Background: an optimization exercise with open tools, aiming at small area and a short achievable clock period. Do not read the settings as production practice. Where RTL was checked, it was by simulation tests only, not by an equivalence proof against the original.

## fir_direct_nom
module fir_direct_nom (
    input              clk,
    input              rst,
    input  signed [4:0] in,
    output signed [4:0] out,
    input  [249:0]     tap_coeffs
);
For scale: roughly 3000 cells after synthesis, ~420 flip-flops, about 260 I/O pins, ~38000 um2 of cells after synthesis.
==> flow/config.mk <==
export PLATFORM = sky130hd
export DESIGN_NAME = fir_direct_nom
export DESIGN_NICKNAME = fir_direct_nom
export VERILOG_FILES = /design/flow/design.v
export SDC_FILE = /design/flow/constraint.sdc
export NUM_CORES = 4
export LEC_CHECK = 0
export CAP_MARGIN = 20
export CORE_MARGIN = 2
export CORE_UTILIZATION = 40
export SLEW_MARGIN = 20
export SYNTH_HIERARCHICAL = 1
export SYNTH_MINIMUM_KEEP_SIZE = 0
==> flow/constraint.sdc <==
create_clock -name core_clock -period 12.0 [get_ports {clk}]
set_input_delay 2.4000 -clock core_clock [delete_from_list [all_inputs] [get_ports {clk}]]
set_output_delay 2.4000 -clock core_clock [all_outputs]
set_load 0.01 [all_outputs]
standard.sh (not shown) runs the stock make flow with config.mk's settings and CLKGATE_MAP_FILE= SYNTH_SCRIPT=/design/flow/synth_recipe.tcl, a recipe that flattens the netlist after the stock synthesis.
==> flow/flow/run.sh <==
#!/bin/bash
# Standard ORFS layout with plain buf_2 port buffers; timing repair aims at
# a setup slack margin so the resizer works on the critical paths.
set -e
export BUFFER_PORTS_ARGS="-buffer_cell sky130_fd_sc_hd__buf_2"
export SETUP_SLACK_MARGIN=${MARGIN:-6.9}
bash standard.sh > standard.log 2>&1
The first run completed with no timing, DRC or antenna violations.
Then changed:
==> flow/flow/run.sh (replaced) <==
#!/bin/bash
# ORFS layout (the standard.sh) in three calls:
#  1. synthesis to placement as standard, with plain buf_2 port buffers;
#  2. CTS and 3. routing to finish, with timing repair aimed at a setup
#     slack margin and at the worst paths only.
set -e
export BUFFER_PORTS_ARGS="-buffer_cell sky130_fd_sc_hd__buf_2"
bash standard.sh synth floorplan place > standard_place.log 2>&1
export SETUP_SLACK_MARGIN=7.4
export TNS_END_PERCENT=0
bash standard.sh cts > standard_cts.log 2>&1
bash standard.sh > standard_finish.log 2>&1
--- a/flow/config.mk
+++ b/flow/config.mk
@@ -10,2 +10,5 @@
 export CORE_UTILIZATION = 40
+export CTS_BUF_LIST = sky130_fd_sc_hd__clkbuf_4 sky130_fd_sc_hd__clkbuf_8
+export CTS_CLUSTER_DIAMETER = 60
+export CTS_CLUSTER_SIZE = 20
 export SLEW_MARGIN = 20
First-iteration DRC count shrinks by 3.4%.
Global-route usage shrinks by 0.77 points.
Register-to-register slack gets worse by 0.03 ns.
Critical path depth stays the same.
Routed wire length shrinks by 2.6%.
Setup slack gets worse by 0.033 ns.
Non-clock buffer count shrinks by 1.
Then changed:
==> flow/flow/run.sh (replaced) <==
#!/bin/bash
# Standard ORFS layout with plain buf_2 port buffers; timing repair aims at
# a setup slack margin so the resizer works on the critical paths.
set -e
export BUFFER_PORTS_ARGS="-buffer_cell sky130_fd_sc_hd__buf_2"
export SETUP_SLACK_MARGIN=7.9
bash standard.sh > standard.log 2>&1
--- a/flow/config.mk
+++ b/flow/config.mk
@@ -10,5 +10,2 @@
 export CORE_UTILIZATION = 40
-export CTS_BUF_LIST = sky130_fd_sc_hd__clkbuf_4 sky130_fd_sc_hd__clkbuf_8
-export CTS_CLUSTER_DIAMETER = 60
-export CTS_CLUSTER_SIZE = 20
 export SLEW_MARGIN = 20
- The new run passed the timing, design-rule and antenna checks
- cell area grows by 20%
- maximum frequency grows by 2.6%
- core utilization increases by 9.0 points
- wire length climbs by 12%
- hold slack loses 0.0084 ns
- setup slack improves by 0.13 ns
Then changed:
==> flow/flow/run.sh (replaced) <==
#!/bin/bash
# ORFS layout (the standard.sh) in three calls:
#  1. synthesis to placement as standard, with plain buf_2 port buffers;
#  2. CTS and 3. routing to finish, with timing repair aimed at a setup
#     slack margin and at the worst paths only.
set -e
export BUFFER_PORTS_ARGS="-buffer_cell sky130_fd_sc_hd__buf_2"
bash standard.sh synth floorplan place > standard_place.log 2>&1
export SETUP_SLACK_MARGIN=7.4
export TNS_END_PERCENT=0
bash standard.sh cts > standard_cts.log 2>&1
bash standard.sh > standard_finish.log 2>&1
Effect:
- The changed run completed with no timing, DRC or antenna violations
- non-clock buffer count went down by 38
- synthesized area stays the same
- clock-buffer cell count went down by 6
- final cell count went down slightly
- synthesized cell count is unchanged
- wire length went down by roughly a tenth
- register-to-register slack got worse by 0.07 ns
- hold slack improved by 0.0032 ns
- final area went down by about a fifth
- critical path depth went down by 6
No run of this note included a check of the RTL's function; only the layout flow was run.

---

old:
fir_direct_nom, a different RTL version from the one above (not shown whole).
Size in the first run: roughly 2900 cells after synthesis, ~390 flip-flops, roughly 260 I/O pins.
## fir_direct_nom
module fir_direct_nom (
    input              clk,
    input              rst,
    input  signed [4:0] in,
    output signed [4:0] out,
    input  [249:0]     tap_coeffs
);
export LEC_CHECK = 0
export CAP_MARGIN = 20
export CORE_MARGIN = 2
export CORE_UTILIZATION = 65
export CTS_BUF_LIST = sky130_fd_sc_hd__clkbuf_8
export CTS_CLUSTER_DIAMETER = 60
export CTS_CLUSTER_SIZE = 20
export SLEW_MARGIN = 20
export SYNTH_HIERARCHICAL = 1
export SYNTH_MINIMUM_KEEP_SIZE = 0
create_clock -name core_clock -period 12.0 [get_ports {clk}]
==> flow/flow/run.sh <==
#!/bin/bash
# ORFS layout (the standard.sh) in three calls:
#  1. synthesis to placement as standard, with plain buf_2 port buffers;
#  2. CTS and 3. routing to finish, with timing repair aimed at a setup
#     slack margin and at the worst paths only.
set -e
export BUFFER_PORTS_ARGS="-buffer_cell sky130_fd_sc_hd__buf_2"
bash standard.sh synth floorplan place > standard_place.log 2>&1
export SETUP_SLACK_MARGIN=7.4
export TNS_END_PERCENT=0
bash standard.sh cts > standard_cts.log 2>&1
bash standard.sh > standard_finish.log 2>&1
The following lists how new was set up differently from old:
- CORE_UTILIZATION: 65 -> 40
## What came out
- Relative to old, final critical path time including I/O delays and setup has increased by 67 ps in new.
- The run with more setup slack is old; new has less.
- Delta (new minus old): final period utilization rose by 0.56 points, worst setup timing slack at the placement stage fell by 29 ps.
- new: sequential fraction of total cell area lower than old
- When new is measured against old, its total global-route track usage turns out 17 points lower.
- Wire: new routes more than old
- The lower global-route wire length before repair of new and old is in old.

what the ideal ports hide:
No port has a modelled driver above. Below, the same layouts with a new extraction and two added sets of constraints.
Step 1 sets driving cells, clkbuf_16 on the clock port and buf_2 on the other inputs (assumed; they add their load-dependent delay and slew).
Step 2 adds t to the input delays and takes it off the output delays; t is the mean of the earliest and latest rising clock arrival at the registers after step 1. Input paths then give back, and output paths get back, about the clock's delay inside the block.
Three values: no drivers, after step 1, after step 2; two values: the first two.
| run | t, ns | setup WS [ns] | latest minus earliest clock arrival (ns) | worst register clock-pin slew, ns |
|---|---|---|---|---|
| the first run of note 1 | 0.700 | 6.938 / 6.938 / 6.317 | 0.036 / 0.036 | 0.07 / 0.07 |
| the second run of note 1 | 0.757 | 6.905 / 6.905 / 6.275 | 0.054 / 0.054 | 0.12 / 0.12 |
| the third run of note 1 | 0.704 | 7.034 / 7.034 / 6.383 | 0.031 / 0.031 | 0.07 / 0.07 |
| the fourth run of note 1 | 0.689 | 6.943 / 6.959 / 6.305 | 0.022 / 0.022 | 0.07 / 0.07 |
| old | 0.734 | 6.791 / 6.825 / 6.091 | 0.061 / 0.061 | 0.12 / 0.12 |
| new | 0.740 | 6.724 / 6.761 / 6.020 | 0.040 / 0.039 | 0.11 / 0.11 |
After both steps every run listed still meets setup and hold. For new, which loses most, drivers alone change the setup slack by +0.037 ns; drivers and shift together by -0.704 ns.
